Background: an optimization exercise with open tools, aiming at small area, a short achievable clock period and few clock cycles per item. Do not read the settings as production practice.
Function was checked by simulation only, so behaviour that the tests miss may differ from the original.

==> inv_sqrt_lut.hex <==
8000
7fc0
7f81
7f42
7f03
7ec5
7e87
7e49
7e0c
7dcf
7d92
7d56
7d1a
7cde
7ca3
7c68
7c2e
7bf3
7bb9
7b80
7b46
7b0d
7ad5
7a9c
7a64
7a2c
79f5
79be
7987
7950
791a
78e4
78ae
7878
7843
780e
77da
77a5
7771
773d
770a
76d6
76a3
7670
763e
760b
75d9
75a8
7576
7545
7514
74e3
74b2
7482
7452
7422
73f2
73c3
7393
7364
7336
7307
72d9
72aa
727d
724f
7221
71f4
71c7
719a
716e
7141
7115
70e9
70bd
7091
7066
703b
7010
6fe5
6fba
6f90
6f66
6f3b
6f12
6ee8
6ebe
6e95
6e6c
6e43
6e1a
6df1
6dc9
6da0
6d78
6d50
6d29
6d01
6cda
6cb2
6c8b
6c64
6c3d
6c17
6bf0
6bca
6ba4
6b7e
6b58
6b32
6b0d
6ae8
6ac2
6a9d
6a78
6a54
6a2f
6a0b
69e6
69c2
699e
697a
6956
6933
690f
68ec
68c9
68a6
6883
6860
683e
681b
67f9
67d6
67b4
6792
6771
674f
672d
670c
66ea
66c9
66a8
6687
6666
6646
6625
6605
65e4
65c4
65a4
6584
6564
6544
6525
6505
64e6
64c7
64a7
6488
6469
644a
642c
640d
63ef
63d0
63b2
6394
6376
6358
633a
631c
62fe
62e1
62c3
62a6
6289
626c
624f
6232
6215
61f8
61db
61bf
61a2
6186
616a
614e
6132
6116
60fa
60de
60c2
60a7
608b
6070
6054
6039
601e
6003
5fe8
5fcd
5fb2
5f98
5f7d
5f63
5f48
5f2e
5f13
5ef9
5edf
5ec5
5eab
5e91
5e78
5e5e
5e44
5e2b
5e11
5df8
5ddf
5dc5
5dac
5d93
5d7a
5d61
5d49
5d30
5d17
5cff
5ce6
5cce
5cb5
5c9d
5c85
5c6d
5c55
5c3d
5c25
5c0d
5bf5
5bde
5bc6
5bae
5b97
5b7f
5b68
5b51
5b3a
5b23
5b0b
5af4
5ade
5ac7
5ab0
5a99
5a82
5a55
5a28
59fc
59d0
59a3
5978
594c
5921
58f6
58cb
58a0
5876
584c
5822
57f8
57cf
57a5
577c
5754
572b
5703
56db
56b3
568b
5664
563d
5615
55ef
55c8
55a2
557b
5555
5530
550a
54e4
54bf
549a
5475
5451
542c
5408
53e4
53c0
539c
5378
5355
5332
530f
52ec
52c9
52a7
5284
5262
5240
521e
51fc
51db
51b9
5198
5177
5156
5135
5115
50f4
50d4
50b4
5094
5074
5054
5035
5015
4ff6
4fd7
4fb8
4f99
4f7a
4f5c
4f3d
4f1f
4f01
4ee3
4ec5
4ea7
4e8a
4e6c
4e4f
4e31
4e14
4df7
4dda
4dbe
4da1
4d85
4d68
4d4c
4d30
4d14
4cf8
4cdc
4cc1
4ca5
4c8a
4c6e
4c53
4c38
4c1d
4c02
4be7
4bcd
4bb2
4b98
4b7e
4b63
4b49
4b2f
4b15
4afc
4ae2
4ac8
4aaf
4a95
4a7c
4a63
4a4a
4a31
4a18
49ff
49e7
49ce
49b6
499d
4985
496d
4955
493d
4925
490d
48f5
48dd
48c6
48ae
4897
4880
4868
4851
483a
4823
480c
47f6
47df
47c8
47b2
479b
4785
476f
4758
4742
472c
4716
4700
46eb
46d5
46bf
46aa
4694
467f
4669
4654
463f
462a
4615
4600
45eb
45d6
45c1
45ad
4598
4583
456f
455b
4546
4532
451e
450a
44f6
44e2
44ce
44ba
44a6
4492
447f
446b
4458
4444
4431
441e
440a
43f7
43e4
43d1
43be
43ab
4398
4385
4373
4360
434d
433b
4328
4316
4303
42f1
42df
42cc
42ba
42a8
4296
4284
4272
4260
424e
423d
422b
4219
4208
41f6
41e5
41d3
41c2
41b1
419f
418e
417d
416c
415b
414a
4139
4128
4117
4106
40f5
40e5
40d4
40c3
40b3
40a2
4092
4082
4071
4061
4051
4040
4030
4020
4010
==> flow/run.sh <==
#!/bin/bash
# The standard layout (standard.sh, unchanged synthesis and SDC), with
#  - every input and output port still buffered, with a plain buf_1 instead
#    of the delay buffer buffer_ports picks by default.
# The clock period and constraints are the design's.
set -euo pipefail
MARGIN=$(cat flow/margin.txt)
bash standard.sh SETUP_SLACK_MARGIN=$MARGIN \
  "BUFFER_PORTS_ARGS=-buffer_cell sky130_fd_sc_hd__buf_1" finish > standard.log 2>&1
==> flow/margin.txt <==
49
==> standard.sh <==
#!/bin/bash
# synth_recipe.tcl (not shown) runs the flow's synth.tcl, then flattens the netlist and writes it again
# the make line also repeats each setting of config.mk as NAME=value (left out here)
make -C /OpenROAD-flow-scripts/flow DESIGN_CONFIG=/design/flow/config.mk WORK_HOME=/design/flow/orfs CLKGATE_MAP_FILE= SYNTH_SCRIPT=/design/flow/synth_recipe.tcl "${@:-finish}"
==> config.mk <==
export PLATFORM = sky130hd
export DESIGN_NAME = layernorm
export DESIGN_NICKNAME = layernorm
export VERILOG_FILES = /design/flow/design.v
export SDC_FILE = /design/flow/constraint.sdc
export NUM_CORES = 4
export LEC_CHECK = 0
export ABC_AREA = 1
export CAP_MARGIN = 20
export CELL_PAD_IN_SITES_DETAIL_PLACEMENT = 0
export CELL_PAD_IN_SITES_GLOBAL_PLACEMENT = 0
export CORE_AREA = 4 4 1096 341
export DIE_AREA = 0 0 1100 345
export PLACE_DENSITY = 0.45
export SETUP_SLACK_MARGIN = 3
export SLEW_MARGIN = 20
export SYNTH_MEMORY_MAX_BITS = 16384
==> constraint.sdc <==
create_clock -name core_clock -period 65.0 [get_ports {clk_i}]
set_input_delay 13.0000 -clock core_clock [delete_from_list [all_inputs] [get_ports {clk_i}]]
set_output_delay 13.0000 -clock core_clock [all_outputs]
set_load 0.01 [all_outputs]
==> design.v <==
module fp16_add_comb (
  input  wire [15:0] a_i,
  input  wire [15:0] b_i,
  output wire [15:0] sum_o
);
  wire        a_sign = a_i[15];
  wire [4:0]  a_exp  = a_i[14:10];
  wire [9:0]  a_mant = a_i[9:0];
  wire        b_sign = b_i[15];
  wire [4:0]  b_exp  = b_i[14:10];
  wire [9:0]  b_mant = b_i[9:0];
  wire a_is_zero = (a_exp == 5'd0);
  wire b_is_zero = (b_exp == 5'd0);
  wire a_max     = (a_exp == 5'd31);
  wire b_max     = (b_exp == 5'd31);
  wire a_is_inf  = a_max && (a_mant == 10'd0);
  wire b_is_inf  = b_max && (b_mant == 10'd0);
  wire a_is_nan  = a_max && (a_mant != 10'd0);
  wire b_is_nan  = b_max && (b_mant != 10'd0);
  wire eff_sub   = a_sign ^ b_sign;
  wire [5:0] dab = {1'b0, a_exp} - {1'b0, b_exp};
  wire [5:0] dba = {1'b0, b_exp} - {1'b0, a_exp};
  wire       a_exp_ge = ~dab[5];
  wire [4:0] d = a_exp_ge ? dab[4:0] : dba[4:0];
  wire [4:0]  lg_exp  = a_exp_ge ? a_exp : b_exp;
  wire [10:0] lg_full = a_exp_ge ? {1'b1, a_mant} : {1'b1, b_mant};
  wire [10:0] sm_full = a_exp_ge ? {1'b1, b_mant} : {1'b1, a_mant};
  wire        lg_sign_e = a_exp_ge ? a_sign : b_sign;
  wire [12:0] sm_w = {sm_full, 2'b00};
  wire [12:0] sm_al = (d > 5'd13) ? 13'd0 : (sm_w >> d);
  reg sticky;
  integer s;
  always @(*) begin
    sticky = 1'b0;
    for (s = 0; s < 13; s = s + 1)
      if (s < d) sticky = sticky | sm_w[s];
  end
  wire [13:0] lg_w = {1'b0, lg_full, 2'b00};
  wire [13:0] f_sum = eff_sub ? (lg_w - {1'b0, sm_al}) : (lg_w + {1'b0, sm_al});
  wire f_ovf = f_sum[13];              
  wire f_top = f_sum[12];              
  reg [9:0] f_trunc;
  reg       f_guard, f_round, f_stk;
  reg [5:0] f_exp;                    
  always @(*) begin
    if (f_ovf) begin
      f_trunc = f_sum[12:3];
      f_guard = f_sum[2];
      f_round = f_sum[1];
      f_stk   = (sticky | f_sum[0]) & ~eff_sub;
    end else if (f_top) begin
      f_trunc = f_sum[11:2];
      f_guard = f_sum[1];
      f_round = f_sum[0];
      f_stk   = sticky & ~eff_sub;
    end else begin
      f_trunc = {f_sum[10:1]};
      f_guard = f_sum[0];
      f_round = 1'b0;
      f_stk   = 1'b0;
    end
  end
  wire [5:0] lg_exp_p1 = {1'b0, lg_exp} + 6'd1;
  wire [5:0] lg_exp_m1 = {1'b0, lg_exp} - 6'd1;
  always @(*) begin
    if (f_ovf)      f_exp = lg_exp_p1;
    else if (f_top) f_exp = {1'b0, lg_exp};
    else            f_exp = lg_exp_m1;
  end
  wire        f_rup  = f_guard & (f_round | f_stk | f_trunc[0]);
  wire [10:0] f_rnd  = {1'b0, f_trunc} + {10'd0, f_rup};
  wire [5:0]  f_exp2 = f_exp + {5'd0, f_rnd[10]};
  wire        f_oflow = (f_exp2 >= 6'd31);
  wire        f_uflow = (f_exp2 == 6'd0);
  wire [14:0] f_res = {f_exp2[4:0], f_rnd[9:0]};
  wire [11:0] n_lg  = {lg_full, 1'b0};
  wire [11:0] n_sm  = d[0] ? {1'b0, sm_full} : {sm_full, 1'b0};
  wire [12:0] n_d1  = {1'b0, n_lg} - {1'b0, n_sm};
  wire [12:0] n_d2  = {1'b0, n_sm} - {1'b0, n_lg};
  wire        n_neg = n_d1[12];       
  wire [11:0] n_mag = n_neg ? n_d2[11:0] : n_d1[11:0];
  wire        n_zero = (n_mag == 12'd0);
  reg [3:0] n_lz;
  integer t;
  always @(*) begin
    n_lz = 4'd12;
    for (t = 0; t < 12; t = t + 1)
      if (n_mag[t]) n_lz = 4'd11 - t[3:0];
  end
  wire [11:0] n_norm = n_mag << n_lz;
  wire signed [6:0] n_exp_s = $signed({2'b0, lg_exp}) - $signed({3'b0, n_lz});
  wire        n_uflow = (n_exp_s <= 7'sd0);
  wire [14:0] n_res = {n_exp_s[4:0], n_norm[10:1]};
  wire        near = eff_sub & ((d == 5'd0) | ((d == 5'd1) & (n_lz >= 4'd2)));
  wire        res_sign = near ? (n_neg ? ~lg_sign_e : lg_sign_e) : lg_sign_e;
  reg [15:0] result;
  always @(*) begin
    if (a_is_nan || b_is_nan) begin
      result = 16'h7E00;
    end else if (a_is_inf && b_is_inf && eff_sub) begin
      result = 16'h7E00;
    end else if (a_is_inf || b_is_inf) begin
      result = a_is_inf ? {a_sign, 5'd31, 10'd0} : {b_sign, 5'd31, 10'd0};
    end else if (a_is_zero && b_is_zero) begin
      result = {a_sign & b_sign, 15'd0};
    end else if (a_is_zero) begin
      result = b_i;
    end else if (b_is_zero) begin
      result = a_i;
    end else if (near) begin
      if (n_zero)       result = 16'd0;
      else if (n_uflow) result = {res_sign, 15'd0};
      else              result = {res_sign, n_res};
    end else begin
      if (f_uflow)      result = {res_sign, 15'd0};
      else if (f_oflow) result = {res_sign, 5'd31, 10'd0};
      else              result = {res_sign, f_res};
    end
  end
  assign sum_o = result;
endmodule
module fp16_mul_comb (
  input  wire [15:0] a_i,
  input  wire [15:0] b_i,
  output wire [15:0] prod_o
);
  wire        a_sign = a_i[15];
  wire [4:0]  a_exp  = a_i[14:10];
  wire [9:0]  a_mant = a_i[9:0];
  wire        b_sign = b_i[15];
  wire [4:0]  b_exp  = b_i[14:10];
  wire [9:0]  b_mant = b_i[9:0];
  wire res_sign = a_sign ^ b_sign;
  wire a_is_zero = (a_exp == 5'd0);
  wire b_is_zero = (b_exp == 5'd0);
  wire a_is_inf  = (a_exp == 5'd31) && (a_mant == 10'd0);
  wire b_is_inf  = (b_exp == 5'd31) && (b_mant == 10'd0);
  wire a_is_nan  = (a_exp == 5'd31) && (a_mant != 10'd0);
  wire b_is_nan  = (b_exp == 5'd31) && (b_mant != 10'd0);
  wire [10:0] a_full = {1'b1, a_mant};
  wire [10:0] b_full = {1'b1, b_mant};
  wire s1, c2, s3, c4, s5, c6, s7, c8, s9, c10, s11, c12, s13, c14, s15, c16, s17, c18, s19, c20, s21, c22, s23, c24, s25, c26, s27, c28, s29, c30, s31, c32, s33, c34, s35, c36, s37, c38, s39, c40, s41, c42, s43, c44, s45, c46, s47, c48, s49, c50, s51, c52, s53, c54, s55, c56, s57, c58, s59, c60, s61, c62, s63, c64, s65, c66, s67, c68, s69, c70, s71, c72, s73, c74, s75, c76, s77, c78, s79, c80, s81, c82, s83, c84, s85, c86, s87, c88, s89, c90, s91, c92, s93, c94, s95, c96, s97, c98, s99, c100, s101, c102, s103, c104, s105, c106, s107, c108, s109, c110, s111, c112, s113, c114, s115, c116, s117, c118, s119, c120, s121, c122, s123, c124, s125, c126, s127, c128, s129, c130, s131, c132, s133, c134, s135, c136, s137, c138, s139, c140, s141, c142, s143, c144, s145, c146, s147, c148, s149, c150, s151, c152, s153, c154, s155, c156, s157, c158, s159, c160, s161, c162, s163, c164, s165, c166, s167, c168, s169, c170, s171, c172, s173, c174, s175, c176, s177, c178, s179, c180;
  assign s1 = (a_full[0] & b_full[9]) ^ (a_full[1] & b_full[8]);
  assign c2 = (a_full[0] & b_full[9]) & (a_full[1] & b_full[8]);
  assign s3 = (a_full[0] & b_full[10]) ^ (a_full[1] & b_full[9]) ^ (a_full[2] & b_full[8]);
  assign c4 = ((a_full[0] & b_full[10]) & (a_full[1] & b_full[9])) | ((a_full[0] & b_full[10]) & (a_full[2] & b_full[8])) | ((a_full[1] & b_full[9]) & (a_full[2] & b_full[8]));
  assign s5 = (a_full[3] & b_full[7]) ^ (a_full[4] & b_full[6]);
  assign c6 = (a_full[3] & b_full[7]) & (a_full[4] & b_full[6]);
  assign s7 = (a_full[1] & b_full[10]) ^ (a_full[2] & b_full[9]) ^ (a_full[3] & b_full[8]);
  assign c8 = ((a_full[1] & b_full[10]) & (a_full[2] & b_full[9])) | ((a_full[1] & b_full[10]) & (a_full[3] & b_full[8])) | ((a_full[2] & b_full[9]) & (a_full[3] & b_full[8]));
  assign s9 = (a_full[4] & b_full[7]) ^ (a_full[5] & b_full[6]);
  assign c10 = (a_full[4] & b_full[7]) & (a_full[5] & b_full[6]);
  assign s11 = (a_full[2] & b_full[10]) ^ (a_full[3] & b_full[9]) ^ (a_full[4] & b_full[8]);
  assign c12 = ((a_full[2] & b_full[10]) & (a_full[3] & b_full[9])) | ((a_full[2] & b_full[10]) & (a_full[4] & b_full[8])) | ((a_full[3] & b_full[9]) & (a_full[4] & b_full[8]));
  assign s13 = (a_full[0] & b_full[6]) ^ (a_full[1] & b_full[5]);
  assign c14 = (a_full[0] & b_full[6]) & (a_full[1] & b_full[5]);
  assign s15 = (a_full[0] & b_full[7]) ^ (a_full[1] & b_full[6]) ^ (a_full[2] & b_full[5]);
  assign c16 = ((a_full[0] & b_full[7]) & (a_full[1] & b_full[6])) | ((a_full[0] & b_full[7]) & (a_full[2] & b_full[5])) | ((a_full[1] & b_full[6]) & (a_full[2] & b_full[5]));
  assign s17 = (a_full[3] & b_full[4]) ^ (a_full[4] & b_full[3]);
  assign c18 = (a_full[3] & b_full[4]) & (a_full[4] & b_full[3]);
  assign s19 = (a_full[0] & b_full[8]) ^ (a_full[1] & b_full[7]) ^ (a_full[2] & b_full[6]);
  assign c20 = ((a_full[0] & b_full[8]) & (a_full[1] & b_full[7])) | ((a_full[0] & b_full[8]) & (a_full[2] & b_full[6])) | ((a_full[1] & b_full[7]) & (a_full[2] & b_full[6]));
  assign s21 = (a_full[3] & b_full[5]) ^ (a_full[4] & b_full[4]) ^ (a_full[5] & b_full[3]);
  assign c22 = ((a_full[3] & b_full[5]) & (a_full[4] & b_full[4])) | ((a_full[3] & b_full[5]) & (a_full[5] & b_full[3])) | ((a_full[4] & b_full[4]) & (a_full[5] & b_full[3]));
  assign s23 = (a_full[6] & b_full[2]) ^ (a_full[7] & b_full[1]);
  assign c24 = (a_full[6] & b_full[2]) & (a_full[7] & b_full[1]);
  assign s25 = s1 ^ (a_full[2] & b_full[7]) ^ (a_full[3] & b_full[6]);
  assign c26 = (s1 & (a_full[2] & b_full[7])) | (s1 & (a_full[3] & b_full[6])) | ((a_full[2] & b_full[7]) & (a_full[3] & b_full[6]));
  assign s27 = (a_full[4] & b_full[5]) ^ (a_full[5] & b_full[4]) ^ (a_full[6] & b_full[3]);
  assign c28 = ((a_full[4] & b_full[5]) & (a_full[5] & b_full[4])) | ((a_full[4] & b_full[5]) & (a_full[6] & b_full[3])) | ((a_full[5] & b_full[4]) & (a_full[6] & b_full[3]));
  assign s29 = (a_full[7] & b_full[2]) ^ (a_full[8] & b_full[1]) ^ (a_full[9] & b_full[0]);
  assign c30 = ((a_full[7] & b_full[2]) & (a_full[8] & b_full[1])) | ((a_full[7] & b_full[2]) & (a_full[9] & b_full[0])) | ((a_full[8] & b_full[1]) & (a_full[9] & b_full[0]));
  assign s31 = s3 ^ s5 ^ (a_full[5] & b_full[5]);
  assign c32 = (s3 & s5) | (s3 & (a_full[5] & b_full[5])) | (s5 & (a_full[5] & b_full[5]));
  assign s33 = (a_full[6] & b_full[4]) ^ (a_full[7] & b_full[3]) ^ (a_full[8] & b_full[2]);
  assign c34 = ((a_full[6] & b_full[4]) & (a_full[7] & b_full[3])) | ((a_full[6] & b_full[4]) & (a_full[8] & b_full[2])) | ((a_full[7] & b_full[3]) & (a_full[8] & b_full[2]));
  assign s35 = (a_full[9] & b_full[1]) ^ (a_full[10] & b_full[0]) ^ c2;
  assign c36 = ((a_full[9] & b_full[1]) & (a_full[10] & b_full[0])) | ((a_full[9] & b_full[1]) & c2) | ((a_full[10] & b_full[0]) & c2);
  assign s37 = s7 ^ s9 ^ (a_full[6] & b_full[5]);
  assign c38 = (s7 & s9) | (s7 & (a_full[6] & b_full[5])) | (s9 & (a_full[6] & b_full[5]));
  assign s39 = (a_full[7] & b_full[4]) ^ (a_full[8] & b_full[3]) ^ (a_full[9] & b_full[2]);
  assign c40 = ((a_full[7] & b_full[4]) & (a_full[8] & b_full[3])) | ((a_full[7] & b_full[4]) & (a_full[9] & b_full[2])) | ((a_full[8] & b_full[3]) & (a_full[9] & b_full[2]));
  assign s41 = (a_full[10] & b_full[1]) ^ c4 ^ c6;
  assign c42 = ((a_full[10] & b_full[1]) & c4) | ((a_full[10] & b_full[1]) & c6) | (c4 & c6);
  assign s43 = s11 ^ (a_full[5] & b_full[7]) ^ (a_full[6] & b_full[6]);
  assign c44 = (s11 & (a_full[5] & b_full[7])) | (s11 & (a_full[6] & b_full[6])) | ((a_full[5] & b_full[7]) & (a_full[6] & b_full[6]));
  assign s45 = (a_full[7] & b_full[5]) ^ (a_full[8] & b_full[4]) ^ (a_full[9] & b_full[3]);
  assign c46 = ((a_full[7] & b_full[5]) & (a_full[8] & b_full[4])) | ((a_full[7] & b_full[5]) & (a_full[9] & b_full[3])) | ((a_full[8] & b_full[4]) & (a_full[9] & b_full[3]));
  assign s47 = (a_full[10] & b_full[2]) ^ c8 ^ c10;
  assign c48 = ((a_full[10] & b_full[2]) & c8) | ((a_full[10] & b_full[2]) & c10) | (c8 & c10);
  assign s49 = (a_full[3] & b_full[10]) ^ (a_full[4] & b_full[9]) ^ (a_full[5] & b_full[8]);
  assign c50 = ((a_full[3] & b_full[10]) & (a_full[4] & b_full[9])) | ((a_full[3] & b_full[10]) & (a_full[5] & b_full[8])) | ((a_full[4] & b_full[9]) & (a_full[5] & b_full[8]));
  assign s51 = (a_full[6] & b_full[7]) ^ (a_full[7] & b_full[6]) ^ (a_full[8] & b_full[5]);
  assign c52 = ((a_full[6] & b_full[7]) & (a_full[7] & b_full[6])) | ((a_full[6] & b_full[7]) & (a_full[8] & b_full[5])) | ((a_full[7] & b_full[6]) & (a_full[8] & b_full[5]));
  assign s53 = (a_full[9] & b_full[4]) ^ (a_full[10] & b_full[3]) ^ c12;
  assign c54 = ((a_full[9] & b_full[4]) & (a_full[10] & b_full[3])) | ((a_full[9] & b_full[4]) & c12) | ((a_full[10] & b_full[3]) & c12);
  assign s55 = (a_full[4] & b_full[10]) ^ (a_full[5] & b_full[9]) ^ (a_full[6] & b_full[8]);
  assign c56 = ((a_full[4] & b_full[10]) & (a_full[5] & b_full[9])) | ((a_full[4] & b_full[10]) & (a_full[6] & b_full[8])) | ((a_full[5] & b_full[9]) & (a_full[6] & b_full[8]));
  assign s57 = (a_full[7] & b_full[7]) ^ (a_full[8] & b_full[6]) ^ (a_full[9] & b_full[5]);
  assign c58 = ((a_full[7] & b_full[7]) & (a_full[8] & b_full[6])) | ((a_full[7] & b_full[7]) & (a_full[9] & b_full[5])) | ((a_full[8] & b_full[6]) & (a_full[9] & b_full[5]));
  assign s59 = (a_full[5] & b_full[10]) ^ (a_full[6] & b_full[9]) ^ (a_full[7] & b_full[8]);
  assign c60 = ((a_full[5] & b_full[10]) & (a_full[6] & b_full[9])) | ((a_full[5] & b_full[10]) & (a_full[7] & b_full[8])) | ((a_full[6] & b_full[9]) & (a_full[7] & b_full[8]));
  assign s61 = (a_full[0] & b_full[4]) ^ (a_full[1] & b_full[3]);
  assign c62 = (a_full[0] & b_full[4]) & (a_full[1] & b_full[3]);
  assign s63 = (a_full[0] & b_full[5]) ^ (a_full[1] & b_full[4]) ^ (a_full[2] & b_full[3]);
  assign c64 = ((a_full[0] & b_full[5]) & (a_full[1] & b_full[4])) | ((a_full[0] & b_full[5]) & (a_full[2] & b_full[3])) | ((a_full[1] & b_full[4]) & (a_full[2] & b_full[3]));
  assign s65 = (a_full[3] & b_full[2]) ^ (a_full[4] & b_full[1]);
  assign c66 = (a_full[3] & b_full[2]) & (a_full[4] & b_full[1]);
  assign s67 = s13 ^ (a_full[2] & b_full[4]) ^ (a_full[3] & b_full[3]);
  assign c68 = (s13 & (a_full[2] & b_full[4])) | (s13 & (a_full[3] & b_full[3])) | ((a_full[2] & b_full[4]) & (a_full[3] & b_full[3]));
  assign s69 = (a_full[4] & b_full[2]) ^ (a_full[5] & b_full[1]) ^ (a_full[6] & b_full[0]);
  assign c70 = ((a_full[4] & b_full[2]) & (a_full[5] & b_full[1])) | ((a_full[4] & b_full[2]) & (a_full[6] & b_full[0])) | ((a_full[5] & b_full[1]) & (a_full[6] & b_full[0]));
  assign s71 = s15 ^ s17 ^ (a_full[5] & b_full[2]);
  assign c72 = (s15 & s17) | (s15 & (a_full[5] & b_full[2])) | (s17 & (a_full[5] & b_full[2]));
  assign s73 = (a_full[6] & b_full[1]) ^ (a_full[7] & b_full[0]) ^ c14;
  assign c74 = ((a_full[6] & b_full[1]) & (a_full[7] & b_full[0])) | ((a_full[6] & b_full[1]) & c14) | ((a_full[7] & b_full[0]) & c14);
  assign s75 = s19 ^ s21 ^ s23;
  assign c76 = (s19 & s21) | (s19 & s23) | (s21 & s23);
  assign s77 = (a_full[8] & b_full[0]) ^ c16 ^ c18;
  assign c78 = ((a_full[8] & b_full[0]) & c16) | ((a_full[8] & b_full[0]) & c18) | (c16 & c18);
  assign s79 = s25 ^ s27 ^ s29;
  assign c80 = (s25 & s27) | (s25 & s29) | (s27 & s29);
  assign s81 = c20 ^ c22 ^ c24;
  assign c82 = (c20 & c22) | (c20 & c24) | (c22 & c24);
  assign s83 = s31 ^ s33 ^ s35;
  assign c84 = (s31 & s33) | (s31 & s35) | (s33 & s35);
  assign s85 = c26 ^ c28 ^ c30;
  assign c86 = (c26 & c28) | (c26 & c30) | (c28 & c30);
  assign s87 = s37 ^ s39 ^ s41;
  assign c88 = (s37 & s39) | (s37 & s41) | (s39 & s41);
  assign s89 = c32 ^ c34 ^ c36;
  assign c90 = (c32 & c34) | (c32 & c36) | (c34 & c36);
  assign s91 = s43 ^ s45 ^ s47;
  assign c92 = (s43 & s45) | (s43 & s47) | (s45 & s47);
  assign s93 = c38 ^ c40 ^ c42;
  assign c94 = (c38 & c40) | (c38 & c42) | (c40 & c42);
  assign s95 = s49 ^ s51 ^ s53;
  assign c96 = (s49 & s51) | (s49 & s53) | (s51 & s53);
  assign s97 = c44 ^ c46 ^ c48;
  assign c98 = (c44 & c46) | (c44 & c48) | (c46 & c48);
  assign s99 = s55 ^ s57 ^ (a_full[10] & b_full[4]);
  assign c100 = (s55 & s57) | (s55 & (a_full[10] & b_full[4])) | (s57 & (a_full[10] & b_full[4]));
  assign s101 = c50 ^ c52 ^ c54;
  assign c102 = (c50 & c52) | (c50 & c54) | (c52 & c54);
  assign s103 = s59 ^ (a_full[8] & b_full[7]) ^ (a_full[9] & b_full[6]);
  assign c104 = (s59 & (a_full[8] & b_full[7])) | (s59 & (a_full[9] & b_full[6])) | ((a_full[8] & b_full[7]) & (a_full[9] & b_full[6]));
  assign s105 = (a_full[10] & b_full[5]) ^ c56 ^ c58;
  assign c106 = ((a_full[10] & b_full[5]) & c56) | ((a_full[10] & b_full[5]) & c58) | (c56 & c58);
  assign s107 = (a_full[6] & b_full[10]) ^ (a_full[7] & b_full[9]) ^ (a_full[8] & b_full[8]);
  assign c108 = ((a_full[6] & b_full[10]) & (a_full[7] & b_full[9])) | ((a_full[6] & b_full[10]) & (a_full[8] & b_full[8])) | ((a_full[7] & b_full[9]) & (a_full[8] & b_full[8]));
  assign s109 = (a_full[9] & b_full[7]) ^ (a_full[10] & b_full[6]) ^ c60;
  assign c110 = ((a_full[9] & b_full[7]) & (a_full[10] & b_full[6])) | ((a_full[9] & b_full[7]) & c60) | ((a_full[10] & b_full[6]) & c60);
  assign s111 = (a_full[7] & b_full[10]) ^ (a_full[8] & b_full[9]) ^ (a_full[9] & b_full[8]);
  assign c112 = ((a_full[7] & b_full[10]) & (a_full[8] & b_full[9])) | ((a_full[7] & b_full[10]) & (a_full[9] & b_full[8])) | ((a_full[8] & b_full[9]) & (a_full[9] & b_full[8]));
  assign s113 = (a_full[0] & b_full[3]) ^ (a_full[1] & b_full[2]);
  assign c114 = (a_full[0] & b_full[3]) & (a_full[1] & b_full[2]);
  assign s115 = s61 ^ (a_full[2] & b_full[2]) ^ (a_full[3] & b_full[1]);
  assign c116 = (s61 & (a_full[2] & b_full[2])) | (s61 & (a_full[3] & b_full[1])) | ((a_full[2] & b_full[2]) & (a_full[3] & b_full[1]));
  assign s117 = s63 ^ s65 ^ (a_full[5] & b_full[0]);
  assign c118 = (s63 & s65) | (s63 & (a_full[5] & b_full[0])) | (s65 & (a_full[5] & b_full[0]));
  assign s119 = s67 ^ s69 ^ c64;
  assign c120 = (s67 & s69) | (s67 & c64) | (s69 & c64);
  assign s121 = s71 ^ s73 ^ c68;
  assign c122 = (s71 & s73) | (s71 & c68) | (s73 & c68);
  assign s123 = s75 ^ s77 ^ c72;
  assign c124 = (s75 & s77) | (s75 & c72) | (s77 & c72);
  assign s125 = s79 ^ s81 ^ c76;
  assign c126 = (s79 & s81) | (s79 & c76) | (s81 & c76);
  assign s127 = s83 ^ s85 ^ c80;
  assign c128 = (s83 & s85) | (s83 & c80) | (s85 & c80);
  assign s129 = s87 ^ s89 ^ c84;
  assign c130 = (s87 & s89) | (s87 & c84) | (s89 & c84);
  assign s131 = s91 ^ s93 ^ c88;
  assign c132 = (s91 & s93) | (s91 & c88) | (s93 & c88);
  assign s133 = s95 ^ s97 ^ c92;
  assign c134 = (s95 & s97) | (s95 & c92) | (s97 & c92);
  assign s135 = s99 ^ s101 ^ c96;
  assign c136 = (s99 & s101) | (s99 & c96) | (s101 & c96);
  assign s137 = s103 ^ s105 ^ c100;
  assign c138 = (s103 & s105) | (s103 & c100) | (s105 & c100);
  assign s139 = s107 ^ s109 ^ c104;
  assign c140 = (s107 & s109) | (s107 & c104) | (s109 & c104);
  assign s141 = s111 ^ (a_full[10] & b_full[7]) ^ c108;
  assign c142 = (s111 & (a_full[10] & b_full[7])) | (s111 & c108) | ((a_full[10] & b_full[7]) & c108);
  assign s143 = (a_full[8] & b_full[10]) ^ (a_full[9] & b_full[9]) ^ (a_full[10] & b_full[8]);
  assign c144 = ((a_full[8] & b_full[10]) & (a_full[9] & b_full[9])) | ((a_full[8] & b_full[10]) & (a_full[10] & b_full[8])) | ((a_full[9] & b_full[9]) & (a_full[10] & b_full[8]));
  assign s145 = (a_full[0] & b_full[2]) ^ (a_full[1] & b_full[1]);
  assign c146 = (a_full[0] & b_full[2]) & (a_full[1] & b_full[1]);
  assign s147 = s113 ^ (a_full[2] & b_full[1]) ^ (a_full[3] & b_full[0]);
  assign c148 = (s113 & (a_full[2] & b_full[1])) | (s113 & (a_full[3] & b_full[0])) | ((a_full[2] & b_full[1]) & (a_full[3] & b_full[0]));
  assign s149 = s115 ^ (a_full[4] & b_full[0]) ^ c114;
  assign c150 = (s115 & (a_full[4] & b_full[0])) | (s115 & c114) | ((a_full[4] & b_full[0]) & c114);
  assign s151 = s117 ^ c62 ^ c116;
  assign c152 = (s117 & c62) | (s117 & c116) | (c62 & c116);
  assign s153 = s119 ^ c66 ^ c118;
  assign c154 = (s119 & c66) | (s119 & c118) | (c66 & c118);
  assign s155 = s121 ^ c70 ^ c120;
  assign c156 = (s121 & c70) | (s121 & c120) | (c70 & c120);
  assign s157 = s123 ^ c74 ^ c122;
  assign c158 = (s123 & c74) | (s123 & c122) | (c74 & c122);
  assign s159 = s125 ^ c78 ^ c124;
  assign c160 = (s125 & c78) | (s125 & c124) | (c78 & c124);
  assign s161 = s127 ^ c82 ^ c126;
  assign c162 = (s127 & c82) | (s127 & c126) | (c82 & c126);
  assign s163 = s129 ^ c86 ^ c128;
  assign c164 = (s129 & c86) | (s129 & c128) | (c86 & c128);
  assign s165 = s131 ^ c90 ^ c130;
  assign c166 = (s131 & c90) | (s131 & c130) | (c90 & c130);
  assign s167 = s133 ^ c94 ^ c132;
  assign c168 = (s133 & c94) | (s133 & c132) | (c94 & c132);
  assign s169 = s135 ^ c98 ^ c134;
  assign c170 = (s135 & c98) | (s135 & c134) | (c98 & c134);
  assign s171 = s137 ^ c102 ^ c136;
  assign c172 = (s137 & c102) | (s137 & c136) | (c102 & c136);
  assign s173 = s139 ^ c106 ^ c138;
  assign c174 = (s139 & c106) | (s139 & c138) | (c106 & c138);
  assign s175 = s141 ^ c110 ^ c140;
  assign c176 = (s141 & c110) | (s141 & c140) | (c110 & c140);
  assign s177 = s143 ^ c112 ^ c142;
  assign c178 = (s143 & c112) | (s143 & c142) | (c112 & c142);
  assign s179 = (a_full[9] & b_full[10]) ^ (a_full[10] & b_full[9]) ^ c144;
  assign c180 = ((a_full[9] & b_full[10]) & (a_full[10] & b_full[9])) | ((a_full[9] & b_full[10]) & c144) | ((a_full[10] & b_full[9]) & c144);
  wire [21:0] row0 = {1'b0, (a_full[10] & b_full[10]), s179, s177, s175, s173, s171, s169, s167, s165, s163, s161, s159, s157, s155, s153, s151, s149, s147, s145, (a_full[0] & b_full[1]), (a_full[0] & b_full[0])};
  wire [21:0] row1 = {1'b0, c180, c178, c176, c174, c172, c170, c168, c166, c164, c162, c160, c158, c156, c154, c152, c150, c148, c146, (a_full[2] & b_full[0]), (a_full[1] & b_full[0]), 1'b0};
  wire [21:0] mant_prod = row0 + row1;
  wire signed [7:0] exp_raw = $signed({1'b0, a_exp}) + $signed({1'b0, b_exp}) - 8'sd15;
  wire       ns = mant_prod[21];
  wire       rup1 = mant_prod[10] & (mant_prod[9] | (|mant_prod[8:0]) | mant_prod[11]);
  wire       rup0 = mant_prod[9]  & (mant_prod[8] | (|mant_prod[7:0]) | mant_prod[10]);
  wire [10:0] rnd1 = {1'b0, mant_prod[20:11]} + {10'd0, rup1};
  wire [10:0] rnd0 = {1'b0, mant_prod[19:10]} + {10'd0, rup0};
  wire signed [7:0] fe0 = exp_raw;
  wire signed [7:0] fe1 = exp_raw + 8'sd1;
  wire signed [7:0] fe2 = exp_raw + 8'sd2;
  wire rs2 = ns & rnd1[10];
  wire rs1 = ns ? ~rnd1[10] : rnd0[10];
  wire [4:0] fexp = rs2 ? fe2[4:0] : rs1 ? fe1[4:0] : fe0[4:0];
  wire uflow = rs2 ? (fe2 <= 8'sd0) : rs1 ? (fe1 <= 8'sd0) : (fe0 <= 8'sd0);
  wire oflow = rs2 ? (fe2 >= 8'sd31) : rs1 ? (fe1 >= 8'sd31) : (fe0 >= 8'sd31);
  wire [9:0] fman = ns ? rnd1[9:0] : rnd0[9:0];
  wire [15:0] normal_result = {res_sign, fexp, fman};
  wire [15:0] inf_result    = {res_sign, 5'd31, 10'd0};
  wire [15:0] nan_result    = 16'h7E00;
  wire [15:0] zero_result   = {res_sign, 15'd0};
  reg [15:0] result;
  always @(*) begin
    if (a_is_nan || b_is_nan) begin
      result = nan_result;
    end else if ((a_is_inf && b_is_zero) || (b_is_inf && a_is_zero)) begin
      result = nan_result;
    end else if (a_is_inf || b_is_inf) begin
      result = inf_result;
    end else if (a_is_zero || b_is_zero) begin
      result = zero_result;
    end else if (uflow) begin
      result = zero_result;
    end else if (oflow) begin
      result = inf_result;
    end else begin
      result = normal_result;
    end
  end
  assign prod_o = result;
endmodule
module fp16_from_int8 (
  input  wire [7:0]  val_i,
  output reg  [15:0] fp16_o
);
  always @(*) begin
    case (val_i)
      8'd0: fp16_o = 16'h0000;
      8'd1: fp16_o = 16'h3c00;
      8'd2: fp16_o = 16'h4000;
      8'd3: fp16_o = 16'h4200;
      8'd4: fp16_o = 16'h4400;
      8'd5: fp16_o = 16'h4500;
      8'd6: fp16_o = 16'h4600;
      8'd7: fp16_o = 16'h4700;
      8'd8: fp16_o = 16'h4800;
      8'd9: fp16_o = 16'h4880;
      8'd10: fp16_o = 16'h4900;
      8'd11: fp16_o = 16'h4980;
      8'd12: fp16_o = 16'h4a00;
      8'd13: fp16_o = 16'h4a80;
      8'd14: fp16_o = 16'h4b00;
      8'd15: fp16_o = 16'h4b80;
      8'd16: fp16_o = 16'h4c00;
      8'd17: fp16_o = 16'h4c40;
      8'd18: fp16_o = 16'h4c80;
      8'd19: fp16_o = 16'h4cc0;
      8'd20: fp16_o = 16'h4d00;
      8'd21: fp16_o = 16'h4d40;
      8'd22: fp16_o = 16'h4d80;
      8'd23: fp16_o = 16'h4dc0;
      8'd24: fp16_o = 16'h4e00;
      8'd25: fp16_o = 16'h4e40;
      8'd26: fp16_o = 16'h4e80;
      8'd27: fp16_o = 16'h4ec0;
      8'd28: fp16_o = 16'h4f00;
      8'd29: fp16_o = 16'h4f40;
      8'd30: fp16_o = 16'h4f80;
      8'd31: fp16_o = 16'h4fc0;
      8'd32: fp16_o = 16'h5000;
      8'd33: fp16_o = 16'h5020;
      8'd34: fp16_o = 16'h5040;
      8'd35: fp16_o = 16'h5060;
      8'd36: fp16_o = 16'h5080;
      8'd37: fp16_o = 16'h50a0;
      8'd38: fp16_o = 16'h50c0;
      8'd39: fp16_o = 16'h50e0;
      8'd40: fp16_o = 16'h5100;
      8'd41: fp16_o = 16'h5120;
      8'd42: fp16_o = 16'h5140;
      8'd43: fp16_o = 16'h5160;
      8'd44: fp16_o = 16'h5180;
      8'd45: fp16_o = 16'h51a0;
      8'd46: fp16_o = 16'h51c0;
      8'd47: fp16_o = 16'h51e0;
      8'd48: fp16_o = 16'h5200;
      8'd49: fp16_o = 16'h5220;
      8'd50: fp16_o = 16'h5240;
      8'd51: fp16_o = 16'h5260;
      8'd52: fp16_o = 16'h5280;
      8'd53: fp16_o = 16'h52a0;
      8'd54: fp16_o = 16'h52c0;
      8'd55: fp16_o = 16'h52e0;
      8'd56: fp16_o = 16'h5300;
      8'd57: fp16_o = 16'h5320;
      8'd58: fp16_o = 16'h5340;
      8'd59: fp16_o = 16'h5360;
      8'd60: fp16_o = 16'h5380;
      8'd61: fp16_o = 16'h53a0;
      8'd62: fp16_o = 16'h53c0;
      8'd63: fp16_o = 16'h53e0;
      8'd64: fp16_o = 16'h5400;
      8'd65: fp16_o = 16'h5410;
      8'd66: fp16_o = 16'h5420;
      8'd67: fp16_o = 16'h5430;
      8'd68: fp16_o = 16'h5440;
      8'd69: fp16_o = 16'h5450;
      8'd70: fp16_o = 16'h5460;
      8'd71: fp16_o = 16'h5470;
      8'd72: fp16_o = 16'h5480;
      8'd73: fp16_o = 16'h5490;
      8'd74: fp16_o = 16'h54a0;
      8'd75: fp16_o = 16'h54b0;
      8'd76: fp16_o = 16'h54c0;
      8'd77: fp16_o = 16'h54d0;
      8'd78: fp16_o = 16'h54e0;
      8'd79: fp16_o = 16'h54f0;
      8'd80: fp16_o = 16'h5500;
      8'd81: fp16_o = 16'h5510;
      8'd82: fp16_o = 16'h5520;
      8'd83: fp16_o = 16'h5530;
      8'd84: fp16_o = 16'h5540;
      8'd85: fp16_o = 16'h5550;
      8'd86: fp16_o = 16'h5560;
      8'd87: fp16_o = 16'h5570;
      8'd88: fp16_o = 16'h5580;
      8'd89: fp16_o = 16'h5590;
      8'd90: fp16_o = 16'h55a0;
      8'd91: fp16_o = 16'h55b0;
      8'd92: fp16_o = 16'h55c0;
      8'd93: fp16_o = 16'h55d0;
      8'd94: fp16_o = 16'h55e0;
      8'd95: fp16_o = 16'h55f0;
      8'd96: fp16_o = 16'h5600;
      8'd97: fp16_o = 16'h5610;
      8'd98: fp16_o = 16'h5620;
      8'd99: fp16_o = 16'h5630;
      8'd100: fp16_o = 16'h5640;
      8'd101: fp16_o = 16'h5650;
      8'd102: fp16_o = 16'h5660;
      8'd103: fp16_o = 16'h5670;
      8'd104: fp16_o = 16'h5680;
      8'd105: fp16_o = 16'h5690;
      8'd106: fp16_o = 16'h56a0;
      8'd107: fp16_o = 16'h56b0;
      8'd108: fp16_o = 16'h56c0;
      8'd109: fp16_o = 16'h56d0;
      8'd110: fp16_o = 16'h56e0;
      8'd111: fp16_o = 16'h56f0;
      8'd112: fp16_o = 16'h5700;
      8'd113: fp16_o = 16'h5710;
      8'd114: fp16_o = 16'h5720;
      8'd115: fp16_o = 16'h5730;
      8'd116: fp16_o = 16'h5740;
      8'd117: fp16_o = 16'h5750;
      8'd118: fp16_o = 16'h5760;
      8'd119: fp16_o = 16'h5770;
      8'd120: fp16_o = 16'h5780;
      8'd121: fp16_o = 16'h5790;
      8'd122: fp16_o = 16'h57a0;
      8'd123: fp16_o = 16'h57b0;
      8'd124: fp16_o = 16'h57c0;
      8'd125: fp16_o = 16'h57d0;
      8'd126: fp16_o = 16'h57e0;
      8'd127: fp16_o = 16'h57f0;
      8'd128: fp16_o = 16'hd800;
      8'd129: fp16_o = 16'hd7f0;
      8'd130: fp16_o = 16'hd7e0;
      8'd131: fp16_o = 16'hd7d0;
      8'd132: fp16_o = 16'hd7c0;
      8'd133: fp16_o = 16'hd7b0;
      8'd134: fp16_o = 16'hd7a0;
      8'd135: fp16_o = 16'hd790;
      8'd136: fp16_o = 16'hd780;
      8'd137: fp16_o = 16'hd770;
      8'd138: fp16_o = 16'hd760;
      8'd139: fp16_o = 16'hd750;
      8'd140: fp16_o = 16'hd740;
      8'd141: fp16_o = 16'hd730;
      8'd142: fp16_o = 16'hd720;
      8'd143: fp16_o = 16'hd710;
      8'd144: fp16_o = 16'hd700;
      8'd145: fp16_o = 16'hd6f0;
      8'd146: fp16_o = 16'hd6e0;
      8'd147: fp16_o = 16'hd6d0;
      8'd148: fp16_o = 16'hd6c0;
      8'd149: fp16_o = 16'hd6b0;
      8'd150: fp16_o = 16'hd6a0;
      8'd151: fp16_o = 16'hd690;
      8'd152: fp16_o = 16'hd680;
      8'd153: fp16_o = 16'hd670;
      8'd154: fp16_o = 16'hd660;
      8'd155: fp16_o = 16'hd650;
      8'd156: fp16_o = 16'hd640;
      8'd157: fp16_o = 16'hd630;
      8'd158: fp16_o = 16'hd620;
      8'd159: fp16_o = 16'hd610;
      8'd160: fp16_o = 16'hd600;
      8'd161: fp16_o = 16'hd5f0;
      8'd162: fp16_o = 16'hd5e0;
      8'd163: fp16_o = 16'hd5d0;
      8'd164: fp16_o = 16'hd5c0;
      8'd165: fp16_o = 16'hd5b0;
      8'd166: fp16_o = 16'hd5a0;
      8'd167: fp16_o = 16'hd590;
      8'd168: fp16_o = 16'hd580;
      8'd169: fp16_o = 16'hd570;
      8'd170: fp16_o = 16'hd560;
      8'd171: fp16_o = 16'hd550;
      8'd172: fp16_o = 16'hd540;
      8'd173: fp16_o = 16'hd530;
      8'd174: fp16_o = 16'hd520;
      8'd175: fp16_o = 16'hd510;
      8'd176: fp16_o = 16'hd500;
      8'd177: fp16_o = 16'hd4f0;
      8'd178: fp16_o = 16'hd4e0;
      8'd179: fp16_o = 16'hd4d0;
      8'd180: fp16_o = 16'hd4c0;
      8'd181: fp16_o = 16'hd4b0;
      8'd182: fp16_o = 16'hd4a0;
      8'd183: fp16_o = 16'hd490;
      8'd184: fp16_o = 16'hd480;
      8'd185: fp16_o = 16'hd470;
      8'd186: fp16_o = 16'hd460;
      8'd187: fp16_o = 16'hd450;
      8'd188: fp16_o = 16'hd440;
      8'd189: fp16_o = 16'hd430;
      8'd190: fp16_o = 16'hd420;
      8'd191: fp16_o = 16'hd410;
      8'd192: fp16_o = 16'hd400;
      8'd193: fp16_o = 16'hd3e0;
      8'd194: fp16_o = 16'hd3c0;
      8'd195: fp16_o = 16'hd3a0;
      8'd196: fp16_o = 16'hd380;
      8'd197: fp16_o = 16'hd360;
      8'd198: fp16_o = 16'hd340;
      8'd199: fp16_o = 16'hd320;
      8'd200: fp16_o = 16'hd300;
      8'd201: fp16_o = 16'hd2e0;
      8'd202: fp16_o = 16'hd2c0;
      8'd203: fp16_o = 16'hd2a0;
      8'd204: fp16_o = 16'hd280;
      8'd205: fp16_o = 16'hd260;
      8'd206: fp16_o = 16'hd240;
      8'd207: fp16_o = 16'hd220;
      8'd208: fp16_o = 16'hd200;
      8'd209: fp16_o = 16'hd1e0;
      8'd210: fp16_o = 16'hd1c0;
      8'd211: fp16_o = 16'hd1a0;
      8'd212: fp16_o = 16'hd180;
      8'd213: fp16_o = 16'hd160;
      8'd214: fp16_o = 16'hd140;
      8'd215: fp16_o = 16'hd120;
      8'd216: fp16_o = 16'hd100;
      8'd217: fp16_o = 16'hd0e0;
      8'd218: fp16_o = 16'hd0c0;
      8'd219: fp16_o = 16'hd0a0;
      8'd220: fp16_o = 16'hd080;
      8'd221: fp16_o = 16'hd060;
      8'd222: fp16_o = 16'hd040;
      8'd223: fp16_o = 16'hd020;
      8'd224: fp16_o = 16'hd000;
      8'd225: fp16_o = 16'hcfc0;
      8'd226: fp16_o = 16'hcf80;
      8'd227: fp16_o = 16'hcf40;
      8'd228: fp16_o = 16'hcf00;
      8'd229: fp16_o = 16'hcec0;
      8'd230: fp16_o = 16'hce80;
      8'd231: fp16_o = 16'hce40;
      8'd232: fp16_o = 16'hce00;
      8'd233: fp16_o = 16'hcdc0;
      8'd234: fp16_o = 16'hcd80;
      8'd235: fp16_o = 16'hcd40;
      8'd236: fp16_o = 16'hcd00;
      8'd237: fp16_o = 16'hccc0;
      8'd238: fp16_o = 16'hcc80;
      8'd239: fp16_o = 16'hcc40;
      8'd240: fp16_o = 16'hcc00;
      8'd241: fp16_o = 16'hcb80;
      8'd242: fp16_o = 16'hcb00;
      8'd243: fp16_o = 16'hca80;
      8'd244: fp16_o = 16'hca00;
      8'd245: fp16_o = 16'hc980;
      8'd246: fp16_o = 16'hc900;
      8'd247: fp16_o = 16'hc880;
      8'd248: fp16_o = 16'hc800;
      8'd249: fp16_o = 16'hc700;
      8'd250: fp16_o = 16'hc600;
      8'd251: fp16_o = 16'hc500;
      8'd252: fp16_o = 16'hc400;
      8'd253: fp16_o = 16'hc200;
      8'd254: fp16_o = 16'hc000;
      8'd255: fp16_o = 16'hbc00;
      default: fp16_o = 16'h0000;
    endcase
  end
endmodule
module fp16_rsqrt_comb (
  input  wire [15:0] val_i,
  output reg  [15:0] result_o
);
  wire [4:0] e = val_i[14:10];
  wire [9:0] f = val_i[9:0];
  wire is_zero = (e == 5'd0);
  wire is_inf  = (e == 5'd31);
  wire parity = ~e[0];
  reg [15:0] lut_mem [0:511];
  initial $readmemh("inv_sqrt_lut.hex", lut_mem);
  wire [15:0] lut_out = lut_mem[{parity, f[9:2]}];
  wire k_is_15 = lut_out[15];
  wire signed [6:0] base = $signed({2'b0, 5'd15}) -
                            $signed({2'b0, e}) +
                            $signed({6'd0, parity});
  wire signed [6:0] half_base = base >>> 1;
  wire signed [6:0] out_e_s = half_base + (k_is_15 ? 7'sd15 : 7'sd14);
  wire [9:0] raw_frac   = lut_out[13:4];
  wire       guard       = lut_out[3];
  wire       round_bit   = lut_out[2];
  wire       sticky      = |lut_out[1:0];
  wire       round_up    = guard & (round_bit | sticky | raw_frac[0]);
  wire [10:0] rounded    = {1'b0, raw_frac} + {10'd0, round_up};
  wire        round_ovf  = rounded[10];
  wire [9:0] out_frac = k_is_15   ? 10'd0 :
                         round_ovf ? 10'd0 : rounded[9:0];
  wire signed [6:0] out_e_adj = round_ovf ? (out_e_s + 7'sd1) : out_e_s;
  always @(*) begin
    if (is_zero) begin
      result_o = 16'h7C00;
    end else if (is_inf) begin
      result_o = 16'h0000;
    end else if (out_e_adj <= 7'sd0) begin
      result_o = 16'h0000;
    end else if (out_e_adj >= 7'sd31) begin
      result_o = 16'h7C00;
    end else begin
      result_o = {1'b0, out_e_adj[4:0], out_frac};
    end
  end
endmodule
module layernorm #(
  parameter DIM = 64
) (
  input  wire        clk_i,
  input  wire        rst_i,
  input  wire        start_i,
  input  wire [DIM*16-1:0] x_i,
  output reg  [5:0]  w_sel_o,
  output reg  [6:0]  w_addr_o,
  input  wire [7:0]  w_data_i,
  input  wire [5:0]  gamma_sel_i,
  input  wire [15:0] gamma_scale_i,
  input  wire [15:0] beta_scale_i,
  output reg  [DIM*16-1:0] y_o,
  output reg               done_o,
  output reg               busy_o
);
  localparam [4:0]  INV_N_EXP = 5'd15 - $clog2(DIM);
  localparam [15:0] INV_N = {1'b0, INV_N_EXP, 10'd0};
  reg  [7:0]  k;
  reg  [4:0]  jsel;
  reg         sum_ph;     
  reg         d_ph;       
  reg         norm_ph;    
  reg         gam_ph;     
  reg  [15:0] xr_a, xr_b;
  reg  [15:0] acc;
  reg  [15:0] d_r;
  reg  [15:0] sq_a, sq_b;
  reg  [15:0] neg_mean;
  reg  [15:0] inv_std;
  reg  [15:0] scale_r;
  reg  [7:0]  wd_r;
  wire [15:0] x_a = x_i[jsel*32      +: 16];
  wire [15:0] x_b = x_i[jsel*32 + 16 +: 16];
  wire [15:0] d_a, d_b;
  fp16_add_comb u_sub_a (.a_i(xr_a), .b_i(neg_mean), .sum_o(d_a));
  fp16_add_comb u_sub_b (.a_i(xr_b), .b_i(neg_mean), .sum_o(d_b));
  wire [15:0] deq_fp16;
  fp16_from_int8 u_deq (.val_i(wd_r), .fp16_o(deq_fp16));
  wire [15:0] gamma_tap = y_o[15:0];
  wire [15:0] m_g, m_a, m_b;
  fp16_mul_comb u_mul_g (.a_i(norm_ph ? d_r : deq_fp16), .b_i(norm_ph ? inv_std : scale_r), .prod_o(m_g));
  fp16_mul_comb u_mul_a (.a_i(norm_ph ? m_g : d_a), .b_i(norm_ph ? gamma_tap : d_a), .prod_o(m_a));
  fp16_mul_comb u_mul_b (.a_i(norm_ph ? deq_fp16 : d_b), .b_i(norm_ph ? scale_r : d_b), .prod_o(m_b));
  wire [15:0] p_a = sum_ph ? xr_a : sq_a;
  wire [15:0] p_b = sum_ph ? xr_b : sq_b;
  wire [15:0] c1, c2;
  fp16_add_comb u_add1 (.a_i(acc), .b_i(p_a), .sum_o(c1));
  fp16_add_comb u_add2 (.a_i(c1), .b_i(p_b), .sum_o(c2));
  wire [15:0] mean_w;
  fp16_mul_comb u_mean (.a_i(c2), .b_i(INV_N), .prod_o(mean_w));
  wire [15:0] var_w;
  fp16_mul_comb u_var (.a_i(acc), .b_i(INV_N), .prod_o(var_w));
  wire [15:0] rsq;
  fp16_rsqrt_comb u_rsqrt (.val_i(var_w), .result_o(rsq));
  always @(posedge clk_i) begin
    y_o <= {(gam_ph ? m_g : c2), y_o[DIM*16-1:16]};
  end
  always @(posedge clk_i) begin
    xr_a <= x_a;
    xr_b <= x_b;
    wd_r <= w_data_i;
    if (k == 8'd0 || k == 8'd32 || k == 8'd33) acc <= 16'd0;
    else if (d_ph) acc <= 16'h8000;
    else acc <= c2;
    d_r <= k[0] ? d_b : d_a;
    if (k == 8'd32) neg_mean <= {~mean_w[15], mean_w[14:0]};
    if (k == 8'd66) inv_std <= rsq;
    sq_a <= m_a;
    sq_b <= m_b;
    if (k == 8'd0) scale_r <= gamma_scale_i;
    else if (k == 8'd66) scale_r <= beta_scale_i;
  end
  always @(posedge clk_i) begin
    if (rst_i) begin
      k       <= 8'd0;
      done_o  <= 1'b0;
      busy_o  <= 1'b0;
    end else begin
      done_o <= 1'b0;
      if (k == 8'd0) begin
        if (start_i) begin
          k      <= 8'd1;
          busy_o <= 1'b1;
        end
      end else if (k == 8'd131) begin
        k      <= 8'd0;
        done_o <= 1'b1;
        busy_o <= 1'b0;
      end else begin
        k <= k + 8'd1;
      end
    end
  end
  always @(posedge clk_i) begin
    if (rst_i) begin
      jsel    <= 5'd0;
      d_ph    <= 1'b0;
      sum_ph  <= 1'b1;
      norm_ph <= 1'b0;
      gam_ph  <= 1'b1;
      w_sel_o <= 6'd0;
      w_addr_o <= 7'd0;
    end else begin
      if (k == 8'd0 || k == 8'd131) begin
        jsel    <= start_i && k == 8'd0 ? 5'd1 : 5'd0;
        d_ph    <= 1'b0;
        sum_ph  <= 1'b1;
        norm_ph <= 1'b0;
        gam_ph  <= 1'b1;
        w_sel_o <= gamma_sel_i;
        w_addr_o <= 7'd0;
      end else begin
        if (k < 8'd63) jsel <= k[4:0] + 5'd1;
        else jsel <= k[5:1];           
        sum_ph  <= (k + 8'd1) <= 8'd32;
        d_ph    <= (k + 8'd1) >= 8'd66;
        norm_ph <= (k + 8'd1) >= 8'd67;
        gam_ph  <= (k + 8'd1) <= 8'd66;
        w_addr_o <= {1'b0, k[5:0]};
        if (k == 8'd64) w_sel_o <= w_sel_o + 6'd1;
      end
    end
  end
endmodule
==> run summary <==
- Status: finished clean
- Most frequent cells in the layout: 2110 x buf_1, 1684 x nand2_1, 1390 x nor2_1
- Largest net degree at the start of global routing: 136
- Ys async rst share: 0%
- Synth top area cells: dfxtp_1 30%, nand2_1 8.6%, o21ai_0 8.2%
- Setup TNS: 0 ps
- Bufs on Longest Clock Path: 4
- Vias: 93379
- # nets final: 14998
- Setup WS pre-CTS: 44110 ps
- Rows: 123
- # placed instances: 17723
- Die Area: 380000 um^2
- Hold_buf cts: 0
- Clock Pin Slew Worst Setup and Hold Paths: 80 ps
- Worst Setup Path Type: flip-flop to flip-flop
- Critical Path Start Type: flip-flop
- Max Freq: 0.0645 GHz
- Number of synthesized flops with an enable pin: 47
- Slowest CP cell: fa_1
- Setup crit end kind: flip-flop
- Dominant synthesized flop cell: dfxtp_1
- Hold Vio Cnt, Final: 0
- Vias in the first global route: 82950
- Worst slew pin tran: 1380 ps
- Core Box Area: 365000 um^2
- Fraction of layout cells with a size suffix above 1: 11.4%
- GRT Residual Overflow: 0
- Fin crit period: 15490 ps
- Syn. warnings: 5
- DRC: 0
- CTS tree: done
- Register area share after synthesis: 31.5%
- # port buffers: 2110
- Post-synth top area cell: dfxtp_1
- Max Cap Violations: 0
- # IOs: 2112
- Global-route wire length before repair: 760000 um
- Relative slew slack: 7.22%
- CTS sink cnt: 1210
- CTS buffer count: 102
- Mapped Nets: 12720
- Starting Density: 21.5%
- Synthesized area: 78300 um^2
- Final Cycle Share: 23.8%
- Area grow syn2layout: 30.4%
- Area share of the largest cell type after synthesis: 29.7%
- GRT Util Overall: 28.8%
- Cells after synthesis: 10935
- Initial antenna violation count: 104
- Initial DRC count: 12930
- Most common cell after layout, fill and taps aside: buf_1
- Worst hold slack: 304 ps
- Root Buffer: clkbuf_16
- Reg2Reg Setup Slack: 49510 ps
- RSZ-0062 raised after global routing: yes
- DRT antenna net count: 0
- Largest stage delay on the critical path: 560 ps
- Final worst setup slack: 49510 ps
- Max-slew violations: 0
- H-tree depth: 3
- Drt pass-1 iters: 6
- Critical path data required time: 65720 ps
- Fin cells: 18304
- Placer Congestion: 1.04
- DP HPWL: 493000 um
- Die Span Y: 345 um
- Setup violations, final: 0
- CP Max Fanout: 7
- Routed Wire Length: 582000 um
- Die width: 1100 um
- Flops & latches, synth: 1210
- Arrival @ worst endpoint: 16210 ps
- Skew final: 90.7 ps
- Syn Area/Cell: 7.16 um^2
- Hold WC Path Type: flip-flop to flip-flop
- Clock latency (worst-skew pair): 890 ps
- Vias per inst: 5.10
- DP Area: 92300 um^2
- Post-route cell area: 102000 um^2
- Netlist cell types: 86
- WL per Instance: 31.8 um
[Yosys cell counts, types with 20 or more instances]
library cell / number
nand4_1: 121
or2_2: 34
xnor2_1: 45
o211ai_1: 78
o2111ai_1: 23
o221ai_1: 212
nand3_1: 553
o21bai_1: 20
buf_2: 33
nand2_1: 1797
o22ai_1: 124
ha_1: 440
nor4_1: 32
inv_2: 23
o21a_1: 30
inv_1: 1356
o21ai_0: 1290
nor2_1: 1456
a32oi_1: 27
xor2_1: 182
nor3_1: 125
buf_1: 41
a31oi_1: 90
nor2_2: 23
o21ai_1: 71
edfxtp_1: 47
dfxtp_1: 1163
fa_1: 272
clkbuf_1: 371
o31ai_1: 45
a211oi_1: 23
a21oi_1: 478
nand2_2: 48
[routing by layer]
metal | up-vias | GRT usage [%] | routed length, um
met1 | 46698 | 45.8 | 289000
met2 | 5016 | 35.6 | 208000
met4 | 22 | 6.24 | 15500
met3 | 501 | 10.1 | 70500
met5 | - | 0 | 141
li1 | 41142 | - | -
[kinds of logic (layout without fill, tap and decap cells)]
kind of cell	Yosys count	in the layout	synth area share, %
simple gates	4251	4262	22.7
compound gates	2665	2665	20.0
buf+inv	1854	4201	9.04
flops	1210	1210	31.5
fa+ha+maj	712	712	14.0
xor+xnor	227	227	2.54
mux	15	15	0.192
other cells	1	75	0.00479
[cell type report]
class,instances,area [um^2]
diodes,74,185
clock buffers,130,2800
clock inverters,54,626
fillers,40760,263000
inverters,1394,5410
multi-input cells,7882,50000
flip-flops and latches,1210,24700
well taps,4937,6180
repair buffers,2620,12200
repair inverters,3,20.0
[state kept, by name, indices dropped and copies added, names as in the netlist, 5 cells and up]
signal / flops
y_o: 1024
acc: 16
d_r: 16
neg_mean: 16
scale_r: 16
sq_a: 16
sq_b: 16
xr_a: 16
xr_b: 16
inv_std: 15
deq_fp16: 12
k: 8
w_addr_o: 6
w_sel_o: 6
jsel: 5
[worst max-delay path: cells and delay by family (launching register included)]
family	cells	cell delay, ps
AND/OR/NAND/NOR	38	4990
adder cells (fa/ha/maj)	12	4170
AO/OA/AOI/OAI	19	3060
buffers and inverters	20	2000
XOR/XNOR	3	570
flip-flops	1	510
[final timing paths]
check	start	to	cells past startpoint
hold reg to reg	y_o[26]$_DFF_P_	y_o[10]$_DFF_P_	0
setup / recovery	neg_mean[14]$_SDFFCE_PP1P_	sq_b[1]$_SDFF_PP0_	92
hold / removal	y_o[26]$_DFF_P_	y_o[10]$_DFF_P_	0
setup reg to reg	neg_mean[14]$_SDFFCE_PP1P_	sq_b[1]$_SDFF_PP0_	92
[stage by stage]
stage | util (%)
finish | 28.0
global route | 27.9
CTS | 26.9
detailed placement | 25.3
global placement | 25.3
floorplan | -
[timing repair]
item / in CTS / in global routing
endpoints found under the hold margin: 0 / 0
buffers inserted: 107 / 188
pin swaps: 55 / 192
resized for setup: 346 / 564
endpoints found under the setup margin: 78 / 78
cloned: 14 / 11
Testbench counts, summed over its fixed seeds: cycles 33,800, items 256.

separate check: timing with driven ports:
In the flow no input, the clock included, has a driving cell. The finished layout below was timed again as built, in two steps.
Step 1 assumes that a clkbuf_16 drives the clock port and a buf_2 every other input.
Step 2 also shifts input and output timing later by t, the mid clock arrival at the registers, as if the neighbouring blocks saw the same clock.
Slacks: ideal / step 1 / step 2; pairs: ideal / step 1.
t, ns: 0.965
slack for setup (ns): 49.508 / 49.508 / 49.335
worst setup path after step 2: input to register
slew at the worst register clock pin (ns): 0.09 / 0.09
After both steps setup and hold are still met in this run. The setup slack of this run moves by 0.000 ns with the drivers and by -0.173 ns with both steps.
